From an optimization exercise on the open Yosys and OpenROAD flow, aimed at small area and a short achievable clock period; shortcuts taken in it are not production practice. Function not checked in this run: the RTL went through the layout flow alone. Power is estimated from default activity; no workload was simulated.

===== design/flow/config.mk =====
export PLATFORM = sky130hd
export DESIGN_NAME = fir_low_pass_filter
export DESIGN_NICKNAME = fir_low_pass_filter
export VERILOG_FILES = /design/flow/design.v
export SDC_FILE = /design/flow/constraint.sdc
export NUM_CORES = 4
export LEC_CHECK = 0
export CAP_MARGIN = 20
export CORE_MARGIN = 2
export CORE_UTILIZATION = 40
export CTS_BUF_LIST = sky130_fd_sc_hd__clkbuf_8 sky130_fd_sc_hd__clkbuf_16
export CTS_CLUSTER_DIAMETER = 80
export CTS_CLUSTER_SIZE = 32
export SLEW_MARGIN = 20
export SYNTH_HIERARCHICAL = 1

===== design/flow/constraint.sdc =====
create_clock -name core_clock -period 11.0 [get_ports {clk}]
set_input_delay 2.2000 -clock core_clock [delete_from_list [all_inputs] [get_ports {clk}]]
set_output_delay 2.2000 -clock core_clock [all_outputs]
set_load 0.01 [all_outputs]

===== design/flow/design.v =====
`timescale 1ns/1ps
module fir_low_pass_filter(Data_out, Data_in, clk, rst);
  output [15:0] Data_out;
  input [7:0] Data_in;
  input clk, rst;
  reg [7:0] x1;
  reg [7:0] x2;
  reg [7:0] x3;
  reg [7:0] x4;
  reg [7:0] x5;
  reg [7:0] x6;
  reg [7:0] x7;
  reg [7:0] x8;
  reg [7:0] x9;
  reg [7:0] x10;
  reg [7:0] x11;
  reg [7:0] x12;
  reg [7:0] x13;
  reg [7:0] x14;
  reg [7:0] x15;
  reg [7:0] x16;
  reg [7:0] x17;
  reg [7:0] x18;
  reg [7:0] x19;
  reg [7:0] x20;
  reg [7:0] x21;
  reg [7:0] x22;
  reg [7:0] x23;
  reg [7:0] x24;
  reg [7:0] x25;
  reg [13:0] P3a;
  reg [13:0] P3b;
  reg [15:0] P2a;
  reg [15:0] P2b;
  reg [15:0] Pa;
  reg [15:0] Pb;
  reg [15:0] Q;
  reg [9:0] V;
  reg [8:0] Y;
  reg [6:0] YH;
  reg [6:0] T;
  wire hs1, hc1;
  fir_ha u_ha1 (.a(x21[2]), .b(x22[1]), .s(hs1), .co(hc1));
  wire fs2, fc2;
  fir_fa u_fa2 (.a(x21[3]), .b(x22[2]), .c(x24[3]), .s(fs2), .co(fc2));
  wire fs3, fc3;
  fir_fa u_fa3 (.a(x21[4]), .b(x22[3]), .c(x24[4]), .s(fs3), .co(fc3));
  wire fs4, fc4;
  fir_fa u_fa4 (.a(x24[5]), .b(x6[3]), .c(x6[5]), .s(fs4), .co(fc4));
  wire hs5, hc5;
  fir_ha u_ha5 (.a(x8[0]), .b(x9[0]), .s(hs5), .co(hc5));
  wire fs6, fc6;
  fir_fa u_fa6 (.a(x21[5]), .b(x22[4]), .c(x24[5]), .s(fs6), .co(fc6));
  wire fs7, fc7;
  fir_fa u_fa7 (.a(x24[6]), .b(x6[4]), .c(x6[6]), .s(fs7), .co(fc7));
  wire fs8, fc8;
  fir_fa u_fa8 (.a(x8[1]), .b(x9[1]), .c(x9[3]), .s(fs8), .co(fc8));
  wire hs9, hc9;
  fir_han u_ha9 (.a(x13[1]), .b(x23[4]), .s(hs9), .co(hc9));
  wire fs10, fc10;
  fir_fa u_fa10 (.a(x21[6]), .b(x22[5]), .c(x24[6]), .s(fs10), .co(fc10));
  wire fs11, fc11;
  fir_fa u_fa11 (.a(x24[7]), .b(x6[5]), .c(x6[7]), .s(fs11), .co(fc11));
  wire fs12, fc12;
  fir_fa u_fa12 (.a(x8[2]), .b(x9[2]), .c(x9[4]), .s(fs12), .co(fc12));
  wire fs13, fc13;
  fir_fa u_fa13 (.a(x13[2]), .b(x23[5]), .c(x25[6]), .s(fs13), .co(fc13));
  wire fs14, fc14;
  fir_fa u_fa14 (.a(x21[7]), .b(x22[6]), .c(x24[7]), .s(fs14), .co(fc14));
  wire fs15, fc15;
  fir_fa u_fa15 (.a(x6[6]), .b(x8[3]), .c(x9[3]), .s(fs15), .co(fc15));
  wire fs16, fc16;
  fir_fa u_fa16 (.a(x13[3]), .b(x23[6]), .c(x25[7]), .s(fs16), .co(fc16));
  wire fs17, fc17;
  fir_fa u_fa17 (.a(x22[7]), .b(x6[7]), .c(x8[4]), .s(fs17), .co(fc17));
  wire fs18, fc18;
  fir_fa u_fa18 (.a(x21[1]), .b(x22[0]), .c(x24[1]), .s(fs18), .co(fc18));
  wire hs19, hc19;
  fir_ha u_ha19 (.a(x24[2]), .b(x6[0]), .s(hs19), .co(hc19));
  wire fs20, fc20;
  fir_fa u_fa20 (.a(x24[2]), .b(x24[3]), .c(x6[1]), .s(fs20), .co(fc20));
  wire fs21, fc21;
  fir_fa u_fa21 (.a(x6[3]), .b(x9[0]), .c(x9[1]), .s(fs21), .co(fc21));
  wire hs22, hc22;
  fir_han u_ha22 (.a(x23[1]), .b(x25[2]), .s(hs22), .co(hc22));
  wire fs23, fc23;
  fir_fa u_fa23 (.a(x24[4]), .b(x6[2]), .c(x6[4]), .s(fs23), .co(fc23));
  wire fs24, fc24;
  fir_fa u_fa24 (.a(x9[1]), .b(x9[2]), .c(hc1), .s(fs24), .co(fc24));
  wire fs25, fc25;
  fir_fa u_fa25 (.a(x23[2]), .b(x25[3]), .c(~fs2), .s(fs25), .co(fc25));
  wire fs26, fc26;
  fir_fa u_fa26 (.a(x13[0]), .b(x23[3]), .c(x25[4]), .s(fs26), .co(fc26));
  wire fs27, fc27;
  fir_fa u_fa27 (.a(x9[2]), .b(x9[3]), .c(hs5), .s(fs27), .co(fc27));
  wire fs28, fc28;
  fir_fa u_fa28 (.a(fc2), .b(fs3), .c(fs4), .s(fs28), .co(fc28));
  wire fs29, fc29;
  fir_fa u_fa29 (.a(x9[4]), .b(hc5), .c(hs9), .s(fs29), .co(fc29));
  wire fs30, fc30;
  fir_fa u_fa30 (.a(fc3), .b(fc4), .c(fs6), .s(fs30), .co(fc30));
  wire fs31, fc31;
  fir_fa u_fa31 (.a(~x25[5]), .b(fs7), .c(fs8), .s(fs31), .co(fc31));
  wire fs32, fc32;
  fir_fa u_fa32 (.a(x9[5]), .b(hc9), .c(fc6), .s(fs32), .co(fc32));
  wire fs33, fc33;
  fir_fa u_fa33 (.a(fc7), .b(fc8), .c(fs10), .s(fs33), .co(fc33));
  wire fs34, fc34;
  fir_fa u_fa34 (.a(fs11), .b(fs12), .c(~fs13), .s(fs34), .co(fc34));
  wire fs35, fc35;
  fir_fa u_fa35 (.a(x9[5]), .b(x9[6]), .c(fc10), .s(fs35), .co(fc35));
  wire fs36, fc36;
  fir_fa u_fa36 (.a(fc11), .b(fc12), .c(fs14), .s(fs36), .co(fc36));
  wire fs37, fc37;
  fir_fa u_fa37 (.a(fc13), .b(~fs15), .c(fs16), .s(fs37), .co(fc37));
  wire fs38, fc38;
  fir_fa u_fa38 (.a(x9[4]), .b(x9[6]), .c(x9[7]), .s(fs38), .co(fc38));
  wire fs39, fc39;
  fir_fa u_fa39 (.a(x13[4]), .b(x23[7]), .c(fc16), .s(fs39), .co(fc39));
  wire fs40, fc40;
  fir_fa u_fa40 (.a(fc14), .b(fc15), .c(fs17), .s(fs40), .co(fc40));
  wire fs41, fc41;
  fir_fa u_fa41 (.a(x8[5]), .b(x9[5]), .c(x9[7]), .s(fs41), .co(fc41));
  wire hs42, hc42;
  fir_ha u_ha42 (.a(x21[0]), .b(x24[0]), .s(hs42), .co(hc42));
  wire fs43, fc43;
  fir_fa u_fa43 (.a(x6[2]), .b(x9[0]), .c(hs19), .s(fs43), .co(fc43));
  wire hs44, hc44;
  fir_han u_ha44 (.a(x23[0]), .b(x25[1]), .s(hs44), .co(hc44));
  wire fs45, fc45;
  fir_fa u_fa45 (.a(hc19), .b(hs1), .c(hs22), .s(fs45), .co(fc45));
  wire fs46, fc46;
  fir_fa u_fa46 (.a(fc18), .b(fs20), .c(fs21), .s(fs46), .co(fc46));
  wire fs47, fc47;
  fir_fa u_fa47 (.a(hc22), .b(fc20), .c(fc21), .s(fs47), .co(fc47));
  wire fs48, fc48;
  fir_fa u_fa48 (.a(fs23), .b(fs24), .c(~fs25), .s(fs48), .co(fc48));
  wire fs49, fc49;
  fir_fa u_fa49 (.a(fc23), .b(fc24), .c(fs27), .s(fs49), .co(fc49));
  wire fs50, fc50;
  fir_fa u_fa50 (.a(fs26), .b(fc25), .c(~fs28), .s(fs50), .co(fc50));
  wire fs51, fc51;
  fir_fa u_fa51 (.a(fc27), .b(fs29), .c(fc28), .s(fs51), .co(fc51));
  wire fs52, fc52;
  fir_fa u_fa52 (.a(~fc26), .b(fs30), .c(fs31), .s(fs52), .co(fc52));
  wire fs53, fc53;
  fir_fa u_fa53 (.a(fc29), .b(fc30), .c(fc31), .s(fs53), .co(fc53));
  wire fs54, fc54;
  fir_fa u_fa54 (.a(fs32), .b(fs33), .c(fs34), .s(fs54), .co(fc54));
  wire fs55, fc55;
  fir_fa u_fa55 (.a(fc32), .b(fc33), .c(fc34), .s(fs55), .co(fc55));
  wire fs56, fc56;
  fir_fa u_fa56 (.a(fs35), .b(fs36), .c(~fs37), .s(fs56), .co(fc56));
  wire fs57, fc57;
  fir_fa u_fa57 (.a(fs38), .b(fc35), .c(fc36), .s(fs57), .co(fc57));
  wire fs58, fc58;
  fir_fa u_fa58 (.a(fc37), .b(fs39), .c(~fs40), .s(fs58), .co(fc58));
  wire fs59, fc59;
  fir_fa u_fa59 (.a(fc17), .b(fc38), .c(fs41), .s(fs59), .co(fc59));
  wire fs60, fc60;
  fir_fa u_fa60 (.a(x13[5]), .b(fc39), .c(~fc40), .s(fs60), .co(fc60));
  wire fs61, fc61;
  fir_fa u_fa61 (.a(x8[6]), .b(x9[6]), .c(fc41), .s(fs61), .co(fc61));
  wire hs62, hc62;
  fir_ha u_ha62 (.a(x24[1]), .b(x6[1]), .s(hs62), .co(hc62));
  wire fs63, fc63;
  fir_fa u_fa63 (.a(hc42), .b(hs44), .c(fs18), .s(fs63), .co(fc63));
  wire fs64, fc64;
  fir_fa u_fa64 (.a(hc44), .b(fc43), .c(fs45), .s(fs64), .co(fc64));
  wire fs65, fc65;
  fir_fa u_fa65 (.a(fc45), .b(fc46), .c(fs47), .s(fs65), .co(fc65));
  wire fs66, fc66;
  fir_fa u_fa66 (.a(fc47), .b(fs49), .c(fc48), .s(fs66), .co(fc66));
  wire fs67, fc67;
  fir_fa u_fa67 (.a(fc49), .b(fs51), .c(fs52), .s(fs67), .co(fc67));
  wire fs68, fc68;
  fir_fa u_fa68 (.a(fc51), .b(fc52), .c(fs53), .s(fs68), .co(fc68));
  wire fs69, fc69;
  fir_fa u_fa69 (.a(fc53), .b(fc54), .c(fs55), .s(fs69), .co(fc69));
  wire fs70, fc70;
  fir_fa u_fa70 (.a(fc55), .b(fc56), .c(fs57), .s(fs70), .co(fc70));
  wire fs71, fc71;
  fir_fa u_fa71 (.a(fs59), .b(fc57), .c(~fc58), .s(fs71), .co(fc71));
  wire fs72, fc72;
  fir_fa u_fa72 (.a(~x13[6]), .b(fc59), .c(fs61), .s(fs72), .co(fc72));
  wire fs73, fc73;
  fir_fa u_fa73 (.a(x8[7]), .b(x9[7]), .c(fc61), .s(fs73), .co(fc73));
  wire hs74, hc74;
  fir_ha u_ha74 (.a(hs42), .b(hs62), .s(hs74), .co(hc74));
  wire fs75, fc75;
  fir_fa u_fa75 (.a(hc62), .b(fs43), .c(fs63), .s(fs75), .co(fc75));
  wire fs76, fc76;
  fir_fa u_fa76 (.a(fc63), .b(fs46), .c(fs64), .s(fs76), .co(fc76));
  wire fs77, fc77;
  fir_fa u_fa77 (.a(fc64), .b(fs65), .c(fs48), .s(fs77), .co(fc77));
  wire fs78, fc78;
  fir_fa u_fa78 (.a(fc65), .b(~fs50), .c(fs66), .s(fs78), .co(fc78));
  wire fs79, fc79;
  fir_fa u_fa79 (.a(~fc50), .b(fc66), .c(fs67), .s(fs79), .co(fc79));
  wire fs80, fc80;
  fir_fa u_fa80 (.a(fs54), .b(fc67), .c(fs68), .s(fs80), .co(fc80));
  wire fs81, fc81;
  fir_fa u_fa81 (.a(fs56), .b(fc68), .c(fs69), .s(fs81), .co(fc81));
  wire fs82, fc82;
  fir_fa u_fa82 (.a(~fs58), .b(fc69), .c(fs70), .s(fs82), .co(fc82));
  wire fs83, fc83;
  fir_fa u_fa83 (.a(~fs60), .b(fc70), .c(fs71), .s(fs83), .co(fc83));
  wire fs84, fc84;
  fir_fa u_fa84 (.a(~fc60), .b(fs72), .c(fc71), .s(fs84), .co(fc84));
  wire fs85, fc85;
  fir_fa u_fa85 (.a(~x13[7]), .b(fc72), .c(fs73), .s(fs85), .co(fc85));
  wire hs86, hc86;
  fir_ha u_ha86 (.a(x12[0]), .b(x12[3]), .s(hs86), .co(hc86));
  wire fs87, fc87;
  fir_fa u_fa87 (.a(x12[0]), .b(x12[1]), .c(x12[4]), .s(fs87), .co(fc87));
  wire fs88, fc88;
  fir_fa u_fa88 (.a(P3a[5]), .b(P3b[5]), .c(x11[0]), .s(fs88), .co(fc88));
  wire hs89, hc89;
  fir_ha u_ha89 (.a(x8[1]), .b(x8[4]), .s(hs89), .co(hc89));
  wire fs90, fc90;
  fir_fa u_fa90 (.a(x12[1]), .b(x12[2]), .c(x12[5]), .s(fs90), .co(fc90));
  wire fs91, fc91;
  fir_fa u_fa91 (.a(P3a[6]), .b(P3b[6]), .c(x11[1]), .s(fs91), .co(fc91));
  wire fs92, fc92;
  fir_fa u_fa92 (.a(x11[2]), .b(x11[5]), .c(x13[1]), .s(fs92), .co(fc92));
  wire hs93, hc93;
  fir_ha u_ha93 (.a(x8[2]), .b(x8[5]), .s(hs93), .co(hc93));
  wire fs94, fc94;
  fir_fa u_fa94 (.a(x12[2]), .b(x12[3]), .c(x12[6]), .s(fs94), .co(fc94));
  wire fs95, fc95;
  fir_fa u_fa95 (.a(P3a[7]), .b(P3b[7]), .c(x11[2]), .s(fs95), .co(fc95));
  wire fs96, fc96;
  fir_fa u_fa96 (.a(x11[3]), .b(x11[6]), .c(x13[2]), .s(fs96), .co(fc96));
  wire fs97, fc97;
  fir_fa u_fa97 (.a(x13[4]), .b(x13[5]), .c(~x8[3]), .s(fs97), .co(fc97));
  wire fs98, fc98;
  fir_fa u_fa98 (.a(x12[3]), .b(x12[4]), .c(x12[7]), .s(fs98), .co(fc98));
  wire fs99, fc99;
  fir_fa u_fa99 (.a(P3a[8]), .b(P3b[8]), .c(x11[3]), .s(fs99), .co(fc99));
  wire fs100, fc100;
  fir_fa u_fa100 (.a(x11[4]), .b(x11[7]), .c(x13[3]), .s(fs100), .co(fc100));
  wire fs101, fc101;
  fir_fa u_fa101 (.a(x13[5]), .b(x13[6]), .c(~x8[4]), .s(fs101), .co(fc101));
  wire fs102, fc102;
  fir_fa u_fa102 (.a(x12[4]), .b(x12[5]), .c(x8[5]), .s(fs102), .co(fc102));
  wire fs103, fc103;
  fir_fa u_fa103 (.a(P3a[9]), .b(P3b[9]), .c(x11[4]), .s(fs103), .co(fc103));
  wire hs104, hc104;
  fir_han u_ha104 (.a(x11[5]), .b(x13[4]), .s(hs104), .co(hc104));
  wire fs105, fc105;
  fir_fa u_fa105 (.a(x12[5]), .b(x12[6]), .c(x8[6]), .s(fs105), .co(fc105));
  wire hs106, hc106;
  fir_han u_ha106 (.a(P3a[10]), .b(P3b[10]), .s(hs106), .co(hc106));
  wire hs107, hc107;
  fir_ha u_ha107 (.a(x12[6]), .b(x12[7]), .s(hs107), .co(hc107));
  wire hs108, hc108;
  fir_ha u_ha108 (.a(x12[2]), .b(x8[2]), .s(hs108), .co(hc108));
  wire fs109, fc109;
  fir_fa u_fa109 (.a(P3a[4]), .b(P3b[4]), .c(x11[0]), .s(fs109), .co(fc109));
  wire fs110, fc110;
  fir_fa u_fa110 (.a(x11[3]), .b(x13[1]), .c(x13[2]), .s(fs110), .co(fc110));
  wire fs111, fc111;
  fir_fa u_fa111 (.a(x11[1]), .b(x11[4]), .c(x13[0]), .s(fs111), .co(fc111));
  wire fs112, fc112;
  fir_fa u_fa112 (.a(hc86), .b(hs89), .c(fs87), .s(fs112), .co(fc112));
  wire hs113, hc113;
  fir_han u_ha113 (.a(x13[2]), .b(x13[3]), .s(hs113), .co(hc113));
  wire fs114, fc114;
  fir_fa u_fa114 (.a(hc89), .b(hs93), .c(fc87), .s(fs114), .co(fc114));
  wire fs115, fc115;
  fir_fa u_fa115 (.a(x13[3]), .b(x13[4]), .c(fc88), .s(fs115), .co(fc115));
  wire fs116, fc116;
  fir_fa u_fa116 (.a(~fs90), .b(fs91), .c(fs92), .s(fs116), .co(fc116));
  wire fs117, fc117;
  fir_fa u_fa117 (.a(x8[6]), .b(hc93), .c(fc90), .s(fs117), .co(fc117));
  wire fs118, fc118;
  fir_fa u_fa118 (.a(fc91), .b(fc92), .c(fs95), .s(fs118), .co(fc118));
  wire fs119, fc119;
  fir_fa u_fa119 (.a(~fs94), .b(fs96), .c(fs97), .s(fs119), .co(fc119));
  wire fs120, fc120;
  fir_fa u_fa120 (.a(fc95), .b(fc96), .c(fc97), .s(fs120), .co(fc120));
  wire fs121, fc121;
  fir_fa u_fa121 (.a(x8[7]), .b(fc94), .c(fs98), .s(fs121), .co(fc121));
  wire fs122, fc122;
  fir_fa u_fa122 (.a(fs100), .b(fs101), .c(fs99), .s(fs122), .co(fc122));
  wire fs123, fc123;
  fir_fa u_fa123 (.a(x13[6]), .b(x13[7]), .c(fc100), .s(fs123), .co(fc123));
  wire fs124, fc124;
  fir_fa u_fa124 (.a(hs104), .b(fc98), .c(fs102), .s(fs124), .co(fc124));
  wire fs125, fc125;
  fir_fa u_fa125 (.a(fc101), .b(fc99), .c(fs103), .s(fs125), .co(fc125));
  wire fs126, fc126;
  fir_fa u_fa126 (.a(x11[5]), .b(x11[6]), .c(x13[5]), .s(fs126), .co(fc126));
  wire fs127, fc127;
  fir_fa u_fa127 (.a(hc104), .b(hs106), .c(fc102), .s(fs127), .co(fc127));
  wire fs128, fc128;
  fir_fa u_fa128 (.a(x13[7]), .b(fc103), .c(~fs105), .s(fs128), .co(fc128));
  wire fs129, fc129;
  fir_fa u_fa129 (.a(P3a[11]), .b(P3b[11]), .c(x11[6]), .s(fs129), .co(fc129));
  wire fs130, fc130;
  fir_fa u_fa130 (.a(x8[7]), .b(hc106), .c(hs107), .s(fs130), .co(fc130));
  wire fs131, fc131;
  fir_fa u_fa131 (.a(x11[7]), .b(x13[6]), .c(~fc105), .s(fs131), .co(fc131));
  wire fs132, fc132;
  fir_fa u_fa132 (.a(P3a[12]), .b(P3b[12]), .c(x11[7]), .s(fs132), .co(fc132));
  wire hs133, hc133;
  fir_ha u_ha133 (.a(x12[7]), .b(hc107), .s(hs133), .co(hc133));
  wire hs134, hc134;
  fir_ha u_ha134 (.a(P3a[1]), .b(x12[0]), .s(hs134), .co(hc134));
  wire fs135, fc135;
  fir_fa u_fa135 (.a(P3a[2]), .b(P3b[2]), .c(x11[1]), .s(fs135), .co(fc135));
  wire hs136, hc136;
  fir_ha u_ha136 (.a(x12[1]), .b(x8[1]), .s(hs136), .co(hc136));
  wire fs137, fc137;
  fir_fa u_fa137 (.a(P3a[3]), .b(P3b[3]), .c(x11[2]), .s(fs137), .co(fc137));
  wire fs138, fc138;
  fir_fa u_fa138 (.a(x13[0]), .b(x13[1]), .c(~hs108), .s(fs138), .co(fc138));
  wire fs139, fc139;
  fir_fa u_fa139 (.a(x8[0]), .b(x8[3]), .c(hc108), .s(fs139), .co(fc139));
  wire fs140, fc140;
  fir_fa u_fa140 (.a(~hs86), .b(fs109), .c(fs110), .s(fs140), .co(fc140));
  wire fs141, fc141;
  fir_fa u_fa141 (.a(fc109), .b(fc110), .c(fs111), .s(fs141), .co(fc141));
  wire fs142, fc142;
  fir_fa u_fa142 (.a(hs113), .b(~fs88), .c(fs112), .s(fs142), .co(fc142));
  wire fs143, fc143;
  fir_fa u_fa143 (.a(hc113), .b(fc112), .c(fs114), .s(fs143), .co(fc143));
  wire fs144, fc144;
  fir_fa u_fa144 (.a(fc111), .b(fs115), .c(fs116), .s(fs144), .co(fc144));
  wire fs145, fc145;
  fir_fa u_fa145 (.a(fc115), .b(fc116), .c(fs118), .s(fs145), .co(fc145));
  wire fs146, fc146;
  fir_fa u_fa146 (.a(fc114), .b(fs117), .c(~fs119), .s(fs146), .co(fc146));
  wire fs147, fc147;
  fir_fa u_fa147 (.a(fc118), .b(fc119), .c(fs120), .s(fs147), .co(fc147));
  wire fs148, fc148;
  fir_fa u_fa148 (.a(fc117), .b(fs121), .c(~fs122), .s(fs148), .co(fc148));
  wire fs149, fc149;
  fir_fa u_fa149 (.a(fc120), .b(fc122), .c(fs123), .s(fs149), .co(fc149));
  wire fs150, fc150;
  fir_fa u_fa150 (.a(fc121), .b(fs124), .c(~fs125), .s(fs150), .co(fc150));
  wire fs151, fc151;
  fir_fa u_fa151 (.a(fs126), .b(fc123), .c(fc125), .s(fs151), .co(fc151));
  wire fs152, fc152;
  fir_fa u_fa152 (.a(fc124), .b(fs127), .c(~fs128), .s(fs152), .co(fc152));
  wire fs153, fc153;
  fir_fa u_fa153 (.a(fc126), .b(fs129), .c(fc128), .s(fs153), .co(fc153));
  wire fs154, fc154;
  fir_fa u_fa154 (.a(fs130), .b(fc127), .c(~fs131), .s(fs154), .co(fc154));
  wire fs155, fc155;
  fir_fa u_fa155 (.a(x13[7]), .b(fc129), .c(fs132), .s(fs155), .co(fc155));
  wire fs156, fc156;
  fir_fa u_fa156 (.a(hs133), .b(fc130), .c(~fc131), .s(fs156), .co(fc156));
  wire fs157, fc157;
  fir_fa u_fa157 (.a(P3a[13]), .b(P3b[13]), .c(fc132), .s(fs157), .co(fc157));
  wire hs158, hc158;
  fir_ha u_ha158 (.a(x8[0]), .b(hs134), .s(hs158), .co(hc158));
  wire fs159, fc159;
  fir_fa u_fa159 (.a(~x13[0]), .b(hc134), .c(hs136), .s(fs159), .co(fc159));
  wire fs160, fc160;
  fir_fa u_fa160 (.a(fc135), .b(fs137), .c(fs138), .s(fs160), .co(fc160));
  wire fs161, fc161;
  fir_fa u_fa161 (.a(fc137), .b(fc138), .c(fs140), .s(fs161), .co(fc161));
  wire fs162, fc162;
  fir_fa u_fa162 (.a(~fc139), .b(fc140), .c(fs141), .s(fs162), .co(fc162));
  wire fs163, fc163;
  fir_fa u_fa163 (.a(~fc141), .b(fc142), .c(fs143), .s(fs163), .co(fc163));
  wire fs164, fc164;
  fir_fa u_fa164 (.a(~fc143), .b(fc144), .c(fs145), .s(fs164), .co(fc164));
  wire fs165, fc165;
  fir_fa u_fa165 (.a(fc145), .b(~fc146), .c(fs147), .s(fs165), .co(fc165));
  wire fs166, fc166;
  fir_fa u_fa166 (.a(fc147), .b(~fc148), .c(fs149), .s(fs166), .co(fc166));
  wire fs167, fc167;
  fir_fa u_fa167 (.a(fc149), .b(~fc150), .c(fs151), .s(fs167), .co(fc167));
  wire fs168, fc168;
  fir_fa u_fa168 (.a(fc151), .b(~fc152), .c(fs153), .s(fs168), .co(fc168));
  wire fs169, fc169;
  fir_fa u_fa169 (.a(fs155), .b(fc153), .c(~fc154), .s(fs169), .co(fc169));
  wire fs170, fc170;
  fir_fa u_fa170 (.a(~hc133), .b(fc155), .c(fs157), .s(fs170), .co(fc170));
  wire hs171, hc171;
  fir_ha u_ha171 (.a(1'b0), .b(1'b0), .s(hs171), .co(hc171));
  wire hs172, hc172;
  fir_han u_ha172 (.a(P3b[1]), .b(x11[0]), .s(hs172), .co(hc172));
  wire fs173, fc173;
  fir_fa u_fa173 (.a(~fs135), .b(hc158), .c(fs159), .s(fs173), .co(fc173));
  wire fs174, fc174;
  fir_fa u_fa174 (.a(hc136), .b(fc159), .c(~fs160), .s(fs174), .co(fc174));
  wire fs175, fc175;
  fir_fa u_fa175 (.a(~fs139), .b(fc160), .c(fs161), .s(fs175), .co(fc175));
  wire fs176, fc176;
  fir_fa u_fa176 (.a(fc161), .b(~fs142), .c(fs162), .s(fs176), .co(fc176));
  wire fs177, fc177;
  fir_fa u_fa177 (.a(fc162), .b(fs144), .c(~fs163), .s(fs177), .co(fc177));
  wire fs178, fc178;
  fir_fa u_fa178 (.a(fs146), .b(fc163), .c(~fs164), .s(fs178), .co(fc178));
  wire fs179, fc179;
  fir_fa u_fa179 (.a(~fs148), .b(fc164), .c(fs165), .s(fs179), .co(fc179));
  wire fs180, fc180;
  fir_fa u_fa180 (.a(~fs150), .b(fc165), .c(fs166), .s(fs180), .co(fc180));
  wire fs181, fc181;
  fir_fa u_fa181 (.a(~fs152), .b(fc166), .c(fs167), .s(fs181), .co(fc181));
  wire fs182, fc182;
  fir_fa u_fa182 (.a(~fs154), .b(fc167), .c(fs168), .s(fs182), .co(fc182));
  wire fs183, fc183;
  fir_fa u_fa183 (.a(~fs156), .b(fs169), .c(fc168), .s(fs183), .co(fc183));
  wire fs184, fc184;
  fir_fa u_fa184 (.a(~fc156), .b(fs170), .c(fc169), .s(fs184), .co(fc184));
  wire fs185, fc185;
  fir_fa u_fa185 (.a(~hs171), .b(fc157), .c(fc170), .s(fs185), .co(fc185));
  wire hs186, hc186;
  fir_ha u_ha186 (.a(P2b[4]), .b(x16[0]), .s(hs186), .co(hc186));
  wire fs187, fc187;
  fir_fa u_fa187 (.a(P2a[5]), .b(P2b[5]), .c(x16[1]), .s(fs187), .co(fc187));
  wire fs188, fc188;
  fir_fa u_fa188 (.a(P2a[6]), .b(P2b[6]), .c(x16[2]), .s(fs188), .co(fc188));
  wire fs189, fc189;
  fir_fa u_fa189 (.a(P2a[7]), .b(x16[3]), .c(x16[6]), .s(fs189), .co(fc189));
  wire hs190, hc190;
  fir_ha u_ha190 (.a(P2b[8]), .b(x16[4]), .s(hs190), .co(hc190));
  wire hs191, hc191;
  fir_ha u_ha191 (.a(x16[0]), .b(x17[1]), .s(hs191), .co(hc191));
  wire fs192, fc192;
  fir_fa u_fa192 (.a(x16[1]), .b(x17[0]), .c(x17[2]), .s(fs192), .co(fc192));
  wire hs193, hc193;
  fir_han u_ha193 (.a(P2a[2]), .b(P2b[2]), .s(hs193), .co(hc193));
  wire fs194, fc194;
  fir_fa u_fa194 (.a(x16[2]), .b(x17[1]), .c(x17[3]), .s(fs194), .co(fc194));
  wire fs195, fc195;
  fir_fa u_fa195 (.a(P2a[3]), .b(P2b[3]), .c(~x2[2]), .s(fs195), .co(fc195));
  wire fs196, fc196;
  fir_fa u_fa196 (.a(x16[3]), .b(x17[2]), .c(x17[4]), .s(fs196), .co(fc196));
  wire fs197, fc197;
  fir_fa u_fa197 (.a(~P2a[4]), .b(x2[3]), .c(hs186), .s(fs197), .co(fc197));
  wire fs198, fc198;
  fir_fa u_fa198 (.a(x16[4]), .b(x17[3]), .c(x17[5]), .s(fs198), .co(fc198));
  wire fs199, fc199;
  fir_fa u_fa199 (.a(x2[4]), .b(hc186), .c(fs187), .s(fs199), .co(fc199));
  wire fs200, fc200;
  fir_fa u_fa200 (.a(x16[5]), .b(x17[4]), .c(x17[6]), .s(fs200), .co(fc200));
  wire fs201, fc201;
  fir_fa u_fa201 (.a(x2[5]), .b(fc187), .c(fs188), .s(fs201), .co(fc201));
  wire fs202, fc202;
  fir_fa u_fa202 (.a(x17[5]), .b(x17[7]), .c(x2[6]), .s(fs202), .co(fc202));
  wire fs203, fc203;
  fir_fa u_fa203 (.a(~P2b[7]), .b(fc188), .c(fs189), .s(fs203), .co(fc203));
  wire fs204, fc204;
  fir_fa u_fa204 (.a(x16[7]), .b(x17[6]), .c(x2[7]), .s(fs204), .co(fc204));
  wire fs205, fc205;
  fir_fa u_fa205 (.a(~P2a[8]), .b(hs190), .c(fc189), .s(fs205), .co(fc205));
  wire fs206, fc206;
  fir_fa u_fa206 (.a(P2a[9]), .b(P2b[9]), .c(x16[5]), .s(fs206), .co(fc206));
  wire hs207, hc207;
  fir_ha u_ha207 (.a(x17[7]), .b(hc190), .s(hs207), .co(hc207));
  wire hs208, hc208;
  fir_ha u_ha208 (.a(P2a[10]), .b(P2b[10]), .s(hs208), .co(hc208));
  wire hs209, hc209;
  fir_ha u_ha209 (.a(x2[0]), .b(hs191), .s(hs209), .co(hc209));
  wire fs210, fc210;
  fir_fa u_fa210 (.a(x2[1]), .b(hc191), .c(hs193), .s(fs210), .co(fc210));
  wire fs211, fc211;
  fir_fa u_fa211 (.a(hc193), .b(fc192), .c(fs194), .s(fs211), .co(fc211));
  wire fs212, fc212;
  fir_fa u_fa212 (.a(fc194), .b(fs196), .c(fs197), .s(fs212), .co(fc212));
  wire fs213, fc213;
  fir_fa u_fa213 (.a(fc196), .b(fs198), .c(fc197), .s(fs213), .co(fc213));
  wire fs214, fc214;
  fir_fa u_fa214 (.a(fc198), .b(fs200), .c(fc199), .s(fs214), .co(fc214));
  wire fs215, fc215;
  fir_fa u_fa215 (.a(fc200), .b(fs202), .c(fc201), .s(fs215), .co(fc215));
  wire fs216, fc216;
  fir_fa u_fa216 (.a(fc202), .b(fs204), .c(fc203), .s(fs216), .co(fc216));
  wire fs217, fc217;
  fir_fa u_fa217 (.a(fc204), .b(fs206), .c(hs207), .s(fs217), .co(fc217));
  wire fs218, fc218;
  fir_fa u_fa218 (.a(x16[6]), .b(hs208), .c(fc206), .s(fs218), .co(fc218));
  wire fs219, fc219;
  fir_fa u_fa219 (.a(P2a[11]), .b(P2b[11]), .c(x16[7]), .s(fs219), .co(fc219));
  wire hs220, hc220;
  fir_ha u_ha220 (.a(P2a[0]), .b(P2b[0]), .s(hs220), .co(hc220));
  wire fs221, fc221;
  fir_fa u_fa221 (.a(P2a[1]), .b(P2b[1]), .c(~hs209), .s(fs221), .co(fc221));
  wire fs222, fc222;
  fir_fa u_fa222 (.a(fs192), .b(hc209), .c(fs210), .s(fs222), .co(fc222));
  wire fs223, fc223;
  fir_fa u_fa223 (.a(~fs195), .b(fc210), .c(fs211), .s(fs223), .co(fc223));
  wire fs224, fc224;
  fir_fa u_fa224 (.a(~fc195), .b(fc211), .c(fs212), .s(fs224), .co(fc224));
  wire fs225, fc225;
  fir_fa u_fa225 (.a(fs199), .b(fc212), .c(fs213), .s(fs225), .co(fc225));
  wire fs226, fc226;
  fir_fa u_fa226 (.a(fs201), .b(fc213), .c(fs214), .s(fs226), .co(fc226));
  wire fs227, fc227;
  fir_fa u_fa227 (.a(fs203), .b(fc214), .c(fs215), .s(fs227), .co(fc227));
  wire fs228, fc228;
  fir_fa u_fa228 (.a(fs205), .b(fc215), .c(fs216), .s(fs228), .co(fc228));
  wire fs229, fc229;
  fir_fa u_fa229 (.a(fc205), .b(fs217), .c(fc216), .s(fs229), .co(fc229));
  wire fs230, fc230;
  fir_fa u_fa230 (.a(hc207), .b(fs218), .c(fc217), .s(fs230), .co(fc230));
  wire fs231, fc231;
  fir_fa u_fa231 (.a(hc208), .b(fs219), .c(fc218), .s(fs231), .co(fc231));
  wire fs232, fc232;
  fir_fa u_fa232 (.a(P2a[12]), .b(P2b[12]), .c(fc219), .s(fs232), .co(fc232));
  wire hs233, hc233;
  fir_ha u_ha233 (.a(P2a[13]), .b(P2b[13]), .s(hs233), .co(hc233));
  wire hs234, hc234;
  fir_ha u_ha234 (.a(P2a[14]), .b(P2b[14]), .s(hs234), .co(hc234));
  wire hs235, hc235;
  fir_ha u_ha235 (.a(~P2a[15]), .b(P2b[15]), .s(hs235), .co(hc235));
  wire hs236, hc236;
  fir_ha u_ha236 (.a(Pa[2]), .b(x2[0]), .s(hs236), .co(hc236));
  wire fs237, fc237;
  fir_fa u_fa237 (.a(Pa[3]), .b(Pb[3]), .c(x1[1]), .s(fs237), .co(fc237));
  wire fs238, fc238;
  fir_fa u_fa238 (.a(Pa[4]), .b(Pb[4]), .c(x1[2]), .s(fs238), .co(fc238));
  wire fs239, fc239;
  fir_fa u_fa239 (.a(Pa[5]), .b(Pb[5]), .c(x1[3]), .s(fs239), .co(fc239));
  wire fs240, fc240;
  fir_fa u_fa240 (.a(Pa[6]), .b(Pb[6]), .c(x1[4]), .s(fs240), .co(fc240));
  wire fs241, fc241;
  fir_fa u_fa241 (.a(Pa[7]), .b(Pb[7]), .c(x1[5]), .s(fs241), .co(fc241));
  wire fs242, fc242;
  fir_fa u_fa242 (.a(Pa[8]), .b(Pb[8]), .c(x1[6]), .s(fs242), .co(fc242));
  wire fs243, fc243;
  fir_fa u_fa243 (.a(Pa[9]), .b(Pb[9]), .c(x1[7]), .s(fs243), .co(fc243));
  wire hs244, hc244;
  fir_han u_ha244 (.a(Pb[2]), .b(x1[0]), .s(hs244), .co(hc244));
  wire fs245, fc245;
  fir_fa u_fa245 (.a(x2[1]), .b(hc236), .c(~fs237), .s(fs245), .co(fc245));
  wire fs246, fc246;
  fir_fa u_fa246 (.a(~x2[2]), .b(fc237), .c(fs238), .s(fs246), .co(fc246));
  wire fs247, fc247;
  fir_fa u_fa247 (.a(~x2[3]), .b(fc238), .c(fs239), .s(fs247), .co(fc247));
  wire fs248, fc248;
  fir_fa u_fa248 (.a(~x2[4]), .b(fc239), .c(fs240), .s(fs248), .co(fc248));
  wire fs249, fc249;
  fir_fa u_fa249 (.a(~x2[5]), .b(fc240), .c(fs241), .s(fs249), .co(fc249));
  wire fs250, fc250;
  fir_fa u_fa250 (.a(~x2[6]), .b(fc241), .c(fs242), .s(fs250), .co(fc250));
  wire fs251, fc251;
  fir_fa u_fa251 (.a(~x2[7]), .b(fc242), .c(fs243), .s(fs251), .co(fc251));
  wire fs252, fc252;
  fir_fa u_fa252 (.a(Pa[10]), .b(Pb[10]), .c(fc243), .s(fs252), .co(fc252));
  wire hs253, hc253;
  fir_han u_ha253 (.a(Pa[11]), .b(Pb[11]), .s(hs253), .co(hc253));
  wire hs254, hc254;
  fir_han u_ha254 (.a(Pa[12]), .b(Pb[12]), .s(hs254), .co(hc254));
  wire hs255, hc255;
  fir_han u_ha255 (.a(Pa[13]), .b(Pb[13]), .s(hs255), .co(hc255));
  wire hs256, hc256;
  fir_han u_ha256 (.a(Pa[14]), .b(Pb[14]), .s(hs256), .co(hc256));
  wire hs257, hc257;
  fir_han u_ha257 (.a(Pa[15]), .b(Pb[15]), .s(hs257), .co(hc257));
  wire [15:0] Q_sum;
  fir_add16 u_Q_add (.a({hc256, hc255, hc254, hc253, hs253, ~fc251, ~fc250, ~fc249, ~fc248, ~fc247, ~fc246, fc245, hc244, hs236, ~Pa[1], ~Pa[0]}), .b({hs257, hs256, hs255, hs254, ~fc252, ~fs252, ~fs251, ~fs250, ~fs249, ~fs248, ~fs247, ~fs246, fs245, hs244, Pb[1], ~Pb[0]}), .s(Q_sum));
  wire [9:0] V_n;
  fir_mul3 u_v (.d(Data_in), .v(V_n));
  wire [15:0] R;
  fir_add16 u_r_add (.a(Q), .b({6'd0, V}), .s(R));
  wire [9:0] L_n;
  wire [6:0] K;
  fir_ones7 u_ones (.a(R[15:9]), .k(K));
  fir_addlo u_lo_add (.r(R[8:0]), .d(Data_in), .y(L_n));
  wire rst_n;
  fir_inv u_rst_n (.a(rst), .y(rst_n));
  reg rq, rqn;
  always @(posedge clk) begin
    rq <= rst;
    rqn <= ~rst;
  end
  always @(posedge clk) begin
    if (rst) begin
      V[0] <= 1'h0;
      V[1] <= 1'h0;
      V[2] <= 1'h0;
      V[3] <= 1'h0;
      V[4] <= 1'h0;
      V[5] <= 1'h0;
      V[6] <= 1'h0;
      V[7] <= 1'h0;
      V[8] <= 1'h0;
      V[9] <= 1'h0;
      Y[0] <= 1'h0;
      Y[1] <= 1'h0;
      Y[2] <= 1'h0;
      Y[3] <= 1'h0;
      Y[4] <= 1'h0;
      Y[5] <= 1'h0;
      Y[6] <= 1'h0;
      Y[7] <= 1'h0;
      Y[8] <= 1'h0;
      YH[0] <= 1'h0;
      YH[1] <= 1'h0;
      YH[2] <= 1'h0;
      YH[3] <= 1'h0;
      YH[4] <= 1'h0;
      YH[5] <= 1'h0;
      YH[6] <= 1'h0;
      T[0] <= 1'h0;
      T[1] <= 1'h0;
      T[2] <= 1'h0;
      T[3] <= 1'h0;
      T[4] <= 1'h0;
      T[5] <= 1'h0;
      T[6] <= 1'h0;
    end else begin
      V[0] <= V_n[0];
      V[1] <= V_n[1];
      V[2] <= V_n[2];
      V[3] <= V_n[3];
      V[4] <= V_n[4];
      V[5] <= V_n[5];
      V[6] <= V_n[6];
      V[7] <= V_n[7];
      V[8] <= V_n[8];
      V[9] <= V_n[9];
      Y[0] <= L_n[0];
      Y[1] <= L_n[1];
      Y[2] <= L_n[2];
      Y[3] <= L_n[3];
      Y[4] <= L_n[4];
      Y[5] <= L_n[5];
      Y[6] <= L_n[6];
      Y[7] <= L_n[7];
      Y[8] <= L_n[8];
      YH[0] <= R[9];
      YH[1] <= R[10];
      YH[2] <= R[11];
      YH[3] <= R[12];
      YH[4] <= R[13];
      YH[5] <= R[14];
      YH[6] <= R[15];
      T[0] <= (L_n[9] & K[0]);
      T[1] <= (L_n[9] & K[1]);
      T[2] <= (L_n[9] & K[2]);
      T[3] <= (L_n[9] & K[3]);
      T[4] <= (L_n[9] & K[4]);
      T[5] <= (L_n[9] & K[5]);
      T[6] <= (L_n[9] & K[6]);
    end
  end
  always @(posedge clk) begin
    if (!rst_n) begin
      x1 <= 8'hff;
    end else begin
      x1 <= ~Data_in;
    end
  end
  always @(posedge clk) begin
    if (rst | rq) begin
      Q[0] <= 1'h0;
      Q[1] <= 1'h0;
      Q[2] <= 1'h0;
      Q[3] <= 1'h0;
      Q[4] <= 1'h0;
      Q[5] <= 1'h0;
      Q[6] <= 1'h0;
      Q[7] <= 1'h0;
      Q[8] <= 1'h0;
      Q[9] <= 1'h0;
      Q[10] <= 1'h0;
      Q[11] <= 1'h0;
      Q[12] <= 1'h0;
      Q[13] <= 1'h0;
      Q[14] <= 1'h0;
      Q[15] <= 1'h0;
    end else begin
      Q[0] <= Q_sum[0];
      Q[1] <= Q_sum[1];
      Q[2] <= Q_sum[2];
      Q[3] <= Q_sum[3];
      Q[4] <= Q_sum[4];
      Q[5] <= Q_sum[5];
      Q[6] <= Q_sum[6];
      Q[7] <= Q_sum[7];
      Q[8] <= Q_sum[8];
      Q[9] <= Q_sum[9];
      Q[10] <= Q_sum[10];
      Q[11] <= Q_sum[11];
      Q[12] <= Q_sum[12];
      Q[13] <= Q_sum[13];
      Q[14] <= Q_sum[14];
      Q[15] <= Q_sum[15];
    end
  end
  always @(posedge clk) begin
    if (rq) begin
      x2 <= 8'h0;
      x4 <= 8'h0;
      x6 <= 8'h0;
      x8 <= 8'h0;
      x9 <= 8'h0;
      x10 <= 8'h0;
      x12 <= 8'h0;
      x14 <= 8'h0;
      x16 <= 8'h0;
      x17 <= 8'h0;
      x19 <= 8'h0;
      x21 <= 8'h0;
      x22 <= 8'h0;
      x24 <= 8'h0;
      P3a[1] <= 1'h0;
      P2a[0] <= 1'h0;
      P2a[5] <= 1'h0;
      P2a[6] <= 1'h0;
      P2a[7] <= 1'h0;
      P2a[9] <= 1'h0;
      P2a[10] <= 1'h0;
      P2a[11] <= 1'h0;
      P2a[12] <= 1'h0;
      P2a[13] <= 1'h0;
      P2a[14] <= 1'h0;
      P2b[0] <= 1'h0;
      P2b[4] <= 1'h0;
      P2b[5] <= 1'h0;
      P2b[6] <= 1'h0;
      P2b[8] <= 1'h0;
      P2b[9] <= 1'h0;
      P2b[10] <= 1'h0;
      P2b[11] <= 1'h0;
      P2b[12] <= 1'h0;
      P2b[13] <= 1'h0;
      P2b[14] <= 1'h0;
      P2b[15] <= 1'h0;
      Pa[2] <= 1'h0;
      Pb[1] <= 1'h0;
    end else begin
      x2 <= ~x1;
      x4 <= ~x3;
      x6 <= ~x5;
      x8 <= ~x7;
      x9 <= x8;
      x10 <= x9;
      x12 <= ~x11;
      x14 <= ~x13;
      x16 <= ~x15;
      x17 <= x16;
      x19 <= ~x18;
      x21 <= ~x20;
      x22 <= x21;
      x24 <= ~x23;
      P3a[1] <= ~x25[0];
      P2a[0] <= ~P3a[0];
      P2a[5] <= ~fc175;
      P2a[6] <= ~fc176;
      P2a[7] <= ~fc177;
      P2a[9] <= ~fc179;
      P2a[10] <= ~fc180;
      P2a[11] <= ~fc181;
      P2a[12] <= ~fc182;
      P2a[13] <= ~fc183;
      P2a[14] <= ~fs185;
      P2b[0] <= ~P3b[0];
      P2b[4] <= ~fs175;
      P2b[5] <= ~fs176;
      P2b[6] <= ~fs177;
      P2b[8] <= ~fs179;
      P2b[9] <= ~fs180;
      P2b[10] <= ~fs181;
      P2b[11] <= ~fs182;
      P2b[12] <= ~fs183;
      P2b[13] <= ~fs184;
      P2b[14] <= ~fc184;
      P2b[15] <= ~fc185;
      Pa[2] <= ~fc221;
      Pb[1] <= ~fs221;
    end
  end
  always @(posedge clk) begin
    if (!rqn) begin
      x3 <= 8'hff;
      x5 <= 8'hff;
      x7 <= 8'hff;
      x11 <= 8'hff;
      x13 <= 8'hff;
      x15 <= 8'hff;
      x18 <= 8'hff;
      x20 <= 8'hff;
      x23 <= 8'hff;
      x25 <= 8'hff;
      P3a[0] <= 1'h1;
      P3a[2] <= 1'h1;
      P3a[3] <= 1'h1;
      P3a[4] <= 1'h1;
      P3a[5] <= 1'h1;
      P3a[6] <= 1'h1;
      P3a[7] <= 1'h1;
      P3a[8] <= 1'h1;
      P3a[9] <= 1'h1;
      P3a[10] <= 1'h1;
      P3a[11] <= 1'h1;
      P3a[12] <= 1'h1;
      P3a[13] <= 1'h1;
      P3b[0] <= 1'h1;
      P3b[1] <= 1'h1;
      P3b[2] <= 1'h1;
      P3b[3] <= 1'h1;
      P3b[4] <= 1'h1;
      P3b[5] <= 1'h1;
      P3b[6] <= 1'h1;
      P3b[7] <= 1'h1;
      P3b[8] <= 1'h1;
      P3b[9] <= 1'h1;
      P3b[10] <= 1'h1;
      P3b[11] <= 1'h1;
      P3b[12] <= 1'h1;
      P3b[13] <= 1'h1;
      P2a[1] <= 1'h1;
      P2a[2] <= 1'h1;
      P2a[3] <= 1'h1;
      P2a[4] <= 1'h1;
      P2a[8] <= 1'h1;
      P2a[15] <= 1'h1;
      P2b[1] <= 1'h1;
      P2b[2] <= 1'h1;
      P2b[3] <= 1'h1;
      P2b[7] <= 1'h1;
      Pa[0] <= 1'h1;
      Pa[1] <= 1'h1;
      Pa[3] <= 1'h1;
      Pa[4] <= 1'h1;
      Pa[5] <= 1'h1;
      Pa[6] <= 1'h1;
      Pa[7] <= 1'h1;
      Pa[8] <= 1'h1;
      Pa[9] <= 1'h1;
      Pa[10] <= 1'h1;
      Pa[11] <= 1'h1;
      Pa[12] <= 1'h1;
      Pa[13] <= 1'h1;
      Pa[14] <= 1'h1;
      Pa[15] <= 1'h1;
      Pb[0] <= 1'h1;
      Pb[2] <= 1'h1;
      Pb[3] <= 1'h1;
      Pb[4] <= 1'h1;
      Pb[5] <= 1'h1;
      Pb[6] <= 1'h1;
      Pb[7] <= 1'h1;
      Pb[8] <= 1'h1;
      Pb[9] <= 1'h1;
      Pb[10] <= 1'h1;
      Pb[11] <= 1'h1;
      Pb[12] <= 1'h1;
      Pb[13] <= 1'h1;
      Pb[14] <= 1'h1;
      Pb[15] <= 1'h1;
    end else begin
      x3 <= ~x2;
      x5 <= ~x4;
      x7 <= ~x6;
      x11 <= ~x10;
      x13 <= ~x12;
      x15 <= ~x14;
      x18 <= ~x17;
      x20 <= ~x19;
      x23 <= ~x22;
      x25 <= ~x24;
      P3a[0] <= ~x24[0];
      P3a[2] <= ~hc74;
      P3a[3] <= ~fc75;
      P3a[4] <= ~fc76;
      P3a[5] <= ~fc77;
      P3a[6] <= ~fc78;
      P3a[7] <= ~fc79;
      P3a[8] <= ~fc80;
      P3a[9] <= ~fc81;
      P3a[10] <= ~fc82;
      P3a[11] <= ~fc83;
      P3a[12] <= ~fs85;
      P3a[13] <= ~fc73;
      P3b[0] <= ~x6[0];
      P3b[1] <= ~hs74;
      P3b[2] <= ~fs75;
      P3b[3] <= ~fs76;
      P3b[4] <= ~fs77;
      P3b[5] <= ~fs78;
      P3b[6] <= ~fs79;
      P3b[7] <= ~fs80;
      P3b[8] <= ~fs81;
      P3b[9] <= ~fs82;
      P3b[10] <= ~fs83;
      P3b[11] <= ~fs84;
      P3b[12] <= ~fc84;
      P3b[13] <= ~fc85;
      P2a[1] <= ~hs172;
      P2a[2] <= ~hc172;
      P2a[3] <= ~fc173;
      P2a[4] <= ~fc174;
      P2a[8] <= ~fc178;
      P2a[15] <= ~hc171;
      P2b[1] <= ~hs158;
      P2b[2] <= ~fs173;
      P2b[3] <= ~fs174;
      P2b[7] <= ~fs178;
      Pa[0] <= ~x17[0];
      Pa[1] <= ~hc220;
      Pa[3] <= ~fc222;
      Pa[4] <= ~fc223;
      Pa[5] <= ~fs225;
      Pa[6] <= ~fc225;
      Pa[7] <= ~fc226;
      Pa[8] <= ~fc227;
      Pa[9] <= ~fs229;
      Pa[10] <= ~fs230;
      Pa[11] <= ~fs231;
      Pa[12] <= ~fs232;
      Pa[13] <= ~hs233;
      Pa[14] <= ~hc233;
      Pa[15] <= ~hc234;
      Pb[0] <= ~hs220;
      Pb[2] <= ~fs222;
      Pb[3] <= ~fs223;
      Pb[4] <= ~fs224;
      Pb[5] <= ~fc224;
      Pb[6] <= ~fs226;
      Pb[7] <= ~fs227;
      Pb[8] <= ~fs228;
      Pb[9] <= ~fc228;
      Pb[10] <= ~fc229;
      Pb[11] <= ~fc230;
      Pb[12] <= ~fc231;
      Pb[13] <= ~fc232;
      Pb[14] <= ~hs234;
      Pb[15] <= ~hs235;
    end
  end
  assign Data_out = {YH ^ T, Y};
endmodule
module fir_fa(a, b, c, s, co);
  input a, b, c;
  output s, co;
  assign s = a ^ b ^ c;
  assign co = (a & b) | (a & c) | (b & c);
endmodule
module fir_ha(a, b, s, co);
  input a, b;
  output s, co;
  assign s = a ^ b;
  assign co = a & b;
endmodule
module fir_han(a, b, s, co);
  input a, b;
  output s, co;
  assign s = a ^ b;
  assign co = ~(a | b);
endmodule
module fir_add16(a, b, s);
  input [15:0] a, b;
  output [15:0] s;
  assign s = a + b;
endmodule
module fir_inv(a, y);
  input a;
  output y;
  assign y = ~a;
endmodule
module fir_mul3(d, v);
  input [7:0] d;
  output [9:0] v;
  assign v = {2'd0, d} + {1'd0, d, 1'b0};
endmodule
module fir_addlo(r, d, y);
  input [8:0] r;
  input [7:0] d;
  output [9:0] y;
  assign y = {1'b0, r} + {1'b0, d, 1'b0};
endmodule
module fir_addlot(r, d, k, y, t);
  input [8:0] r;
  input [7:0] d;
  input [6:0] k;
  output [9:0] y;
  output [6:0] t;
  assign y = {1'b0, r} + {1'b0, d, 1'b0};
  assign t = {7{y[9]}} & k;
endmodule
module fir_ones7(a, k);
  input [6:0] a;
  output [6:0] k;
  assign k = {&a[5:0], &a[4:0], &a[3:0], &a[2:0], &a[1:0], a[0], 1'b1};
endmodule
module fir_inc7(a, y);
  input [6:0] a;
  output [6:0] y;
  assign y = a + 7'd1;
endmodule

===== design/flow/flow/run.sh =====
#!/bin/bash
set -euo pipefail
export BUFFER_PORTS_ARGS="-buffer_cell sky130_fd_sc_hd__buf_4"
bash standard.sh finish > layout.log 2>&1

===== design/flow/standard.sh =====
#!/bin/bash
# synth_recipe.tcl (not shown) runs the flow's synth.tcl, then flattens the netlist and writes it again
# the make line also repeats each setting of config.mk as NAME=value (left out here)
make -C /OpenROAD-flow-scripts/flow DESIGN_CONFIG=/design/flow/config.mk WORK_HOME=/design/flow/orfs CLKGATE_MAP_FILE= SYNTH_SCRIPT=/design/flow/synth_recipe.tcl "${@:-finish}"

==> summary.txt <==
-- worst reg2reg max path, cell delays in order, from the launching register on --
cell      delay [ps]
dfxtp_1          330
ha_1             230
fa_1             400
a21o_2           260
a311oi_2         340
o21ai_0          230
xor2_1           190
ha_1             360
inv_1            120
o31ai_1          680
and3b_1          250
-- logic make-up after synthesis --
group | Yosys count
simple gates | 406
compound gates | 110
xor+xnor | 45
mux | 4
buf+inv | 175
other cells | 2
fa+ha+maj | 308
flops | 338
-- area by class of cell --
class | instances | area, um^2
repair buffers | 27 | 203
multi-input cells | 882 | 8560
well taps | 525 | 657
fillers | 3763 | 22400
inverters | 132 | 495
clock buffers | 19 | 475
clock inverters | 14 | 195
flip-flops and latches | 338 | 6770
-- modules after synthesis, one instance, submodules excluded, a selection --
| module | flip-flops and latches | area, um^2 | times used | cells inside |
|---|---|---|---|---|
| fir_add16 | 0 | 724 | 2 | 98 |
| fir_addlo | 0 | 350 | 1 | 43 |
| fir_fa | 0 | 20.0 | 216 | 1 |
| fir_ha | 0 | 12.5 | 27 | 1 |
| fir_inv | 0 | 3.75 | 1 | 1 |
| fir_low_pass_filter | 338 | 8940 | 1 | 809 |
| fir_mul3 | 0 | 353 | 1 | 43 |
| fir_ones7 | 0 | 62.6 | 1 | 11 |
-- power by group through the flow --
stage          clock network (mW)  logic [mW]  registers, mW
6_report                    0.822       0.195           1.27
5_1_grt                     0.890       0.218           1.27
4_1_cts                     0.847       0.197           1.27
3_5_place_dp                    0       0.196           1.30
3_3_place_gp                    0       0.194           1.30
2_1_floorplan                   0       0.152           1.29
-- per-layer routing --
| metal | vias to the layer above | GRT usage, % |
|---|---|---|
| met5 | - | 0 |
| met1 | 4419 | 21.4 |
| met2 | 93 | 23.8 |
| met4 | 0 | 3.78 |
| li1 | 4347 | - |
| met3 | 26 | 1.46 |
-- sequential cells by signal, summed over array words and instances, names as in the netlist, 9 cells and up --
register / cells
Pa: 15
P3a: 13
P2b: 15
P3b: 13
V: 10
Y: 9
Pb: 16
Q: 16
P2a: 15
-- cells in the final DEF, fill, tap and decap left out, types with 24 or more instances in the layout --
master | synthesis | layout
a21oi_1 | 44 | 44
xnor2_1 | 24 | 24
ha_1 | 88 | 88
buf_4 | 10 | 27
dfxtp_1 | 338 | 336
inv_1 | 132 | 133
nor2_1 | 111 | 111
nor2b_1 | 63 | 63
nand2_1 | 174 | 174
fa_1 | 220 | 220
-- synth_stat cells, types with 3 or more instances --
master    count
nor2_1      111
ha_1         88
nor3_1        9
buf_2        21
xnor2_1      24
nor3b_1      20
and3b_1       7
xor2_1       21
o21ai_0      17
mux2i_1       4
nand3_1      13
a31oi_1       4
dfxtp_1     338
nand2_1     174
a21o_1        8
inv_1       132
buf_6        11
a21oi_1      44
o211ai_1      6
buf_4        10
and3_1        3
nor2b_1      63
fa_1        220
o21bai_1      6
-- stage by stage --
step	cell area [um^2]	utilization (%)	setup slack [ps]	hold slack, ps	std cells
final	17400	43.7	7450	366	1937
after global placement	16700	42.0	6940	345	1904
after CTS	17400	43.7	7460	367	1937
after floorplan	16100	-	7440	343	1395
after global routing	17400	43.7	7240	373	1937
after detailed placement	16700	42.0	6890	348	1904
-- worst max path at each step --
stage          startpoint         endpoint  slack (ps)
4_1_cts        Data_in[4]  T[3]$_SDFF_PP0_        7460
5_1_grt        Data_in[4]  T[6]$_SDFF_PP0_        7240
6_report       Data_in[4]  T[0]$_SDFF_PP0_        7450
3_5_place_dp   Data_in[4]  T[3]$_SDFF_PP0_        6890
2_1_floorplan  Data_in[4]  T[0]$_SDFF_PP0_        7440
3_3_place_gp   Data_in[4]  T[0]$_SDFF_PP0_        6940
==> run_results.csv <==
group,metric,value,unit
status,status,"no timing/DRC/antenna violations",
worst_setup_path,cp_slowest_stage_delay,630,ps
worst_setup_path,critPathKind,"input pin to flop",
worst_setup_path,timing.rr.end,"T[0]$_SDFF_PP0_",
clock_network,cts_setup_buffers,0,
worst_setup_path,worstPathCellList,"buf_4 -> ha_1 -> a21o_1 -> a21oi_1 -> o21a_1 -> o31ai_1 -> and3b_1",
detailed_routing,wl_met1,14.0,mm
sta,post-route-min-period,3550,ps
min_path,min_path_type,"flop to flop",
min_path,hp-start,"x14[3]$_SDFF_PP0_",
grt,track_usage,14.8,%
clock_network,clock_path_buffers,3,
grt,grt_pass1_wl,48.3,mm
clock_network,cts-buffers-inserted,19,
worst_setup_path,start_kind,"input pin",
worst_setup_path,r2r_start,"Q[0]$_SDFF_PP0_",
pwr,internal-power,1.70,mW
floorplan,die_w,205,um
final_layout,drive_gt1_share,5.31,%
detailed_routing,drt_iter0_drc,419,
sta,min_period_over_period,32.3,%
worst_setup_path,endpoint_kind,"flop",
yosys,synth_area,16100,um^2
detailed_routing,final_antenna_net_count,0,
worst_setup_path,worstPathArrival,4030,ps
detailed_routing,post-route-drc-count,0,
pwr,switching_power,0.582,mW
yosys,ys_ff_latch,338,
floorplan,rows,73,
sta,rsz0062_at_grt,"false",
yosys,synth_compound_area_share,4.57,%
grt,grt_pass1_vias,8968,
min_path,hold_path_end,"x15[3]$_SDFF_PN1_",
yosys,yosysSeqAreaShare,42.0,%
pwr,power_frac_seq,55.5,%
yosys,synth_top_area_cell,"dfxtp_1",
clock_network,clock_latency,530,ps
detailed_routing,wire_per_inst,15.1,um
worst_setup_path,crit_fanout,7,
yosys,synthSimpleGateAreaFrac,11.5,%
yosys,yosys_warnings,7,
detailed_routing,top_layer_used,"met4",
pwr,power.leakage,7.78,nW
detailed_routing,vias_per_cell,4.59,
yosys,synth-xor-area-share,2.45,%
clock_network,cts_tree,"done",
place,dp_hpwl,22.4,mm
worst_setup_path,crit_required,11480,ps
sta,fmax,0.282,GHz
final_layout,area_delta_synth_final,7.80,%
worst_setup_path,crit_buf_inv,1,
floorplan,die_area,41900,um^2
yosys,synth_cell_type_count,48,
min_path,min_path_cells,1,
yosys,muxShareOfSynthArea,0.249,%
clock_network,clock_sinks,338,
yosys,synth_top_area_share,42.0,%
worst_setup_path,crit_slowest_cell,"o31ai_1",
sta,fin_skew,28.5,ps
yosys,netlist_instances,1388,
yosys,yosys_most_used_dff,"dfxtp_1",
clock_network,hold_buffers,0,
grt,antenna_found_initial,0,
clock_network,clkTransAtPathRegs,100,ps
grt,grt_max_degree,95,
yosys,synth_edf_count,0,
worst_setup_path,rrSetupSlack,7560,ps
yosys,synth_fa_ha_area_share,34.2,%
pwr,pwr-share-clk,36.0,%
grt,grt_remaining_overflow,0,
final_layout,num_antenna_cells,0,
final_layout,nNetsFinal,1718,
pwr,irDropWorstVdd,0.0881,mV
floorplan,die_y,205,um
yosys,synth_top_family_by_area,"adder cells",
place,place.gp.congestion,0.835,
floorplan,core-area,39700,um^2
place,io_buffer_count,25,
floorplan,initial_core_util,40.5,%
clock_network,root_buffer,"clkbuf_16",
pwr,power_density,132,nW/um^2
sta,finalHoldViolCount,0,
pwr,p_total,2.28,mW
clock_network,htree_levels,1,
detailed_routing,met3_length,669,um
yosys,ys_top_cells_by_area,"dfxtp_1 (42%), fa_1 (27%), ha_1 (6.8%), nand2_1 (4.1%), inv_1 (3.1%)",
worst_setup_path,worst-r2r-cell-count,10,
floorplan,pin_count,26,
detailed_routing,vias,8885,
sta,tightestPinTransition,1050,ps
sta,relSlewSlack,30.1,%
sta,setup_viol,0,
worst_setup_path,critPathTopFamily,"compound AO/OA/AOI/OAI gates",
run,max-cap-violations,0,
pwr,comb_power_share,8.5,%
pwr,sw_frac_of_total,25.5,%
detailed_routing,wl_met2,14.1,mm
yosys,async_reset_ff_share,0,%
worst_setup_path,cp.depth,7,
detailed_routing,dr.pass1.iters,5,
sta,maxSlewViolCount,0,
detailed_routing,routed_wl,29.3,mm
clock_network,cts_resized,0,
sta,fin_setup_tns,0,ps
yosys,syn_avg_cell_area,11.6,um^2

afterwards: timing with drivers on the ports:
The flow's constraints put no driver on any port. The routed layout listed below was extracted and timed again, unchanged, in two steps. Step 1 assumes that a clkbuf_16 drives the clock port and a buf_2 every other input. Step 2 also shifts input and output timing later by t, the mid clock arrival at the registers, as if the neighbouring blocks saw the same clock. Slacks: ideal ports / drivers / drivers and shift; pairs: ideal ports / drivers.
shift t [ns]: 0.571
setup WS [ns]: 7.449 / 7.483 / 6.912
pins driven straight from the clock port: 1
After both steps this run still meets setup and hold. The setup slack of this run moves by +0.034 ns with the drivers and by -0.537 ns with both steps.
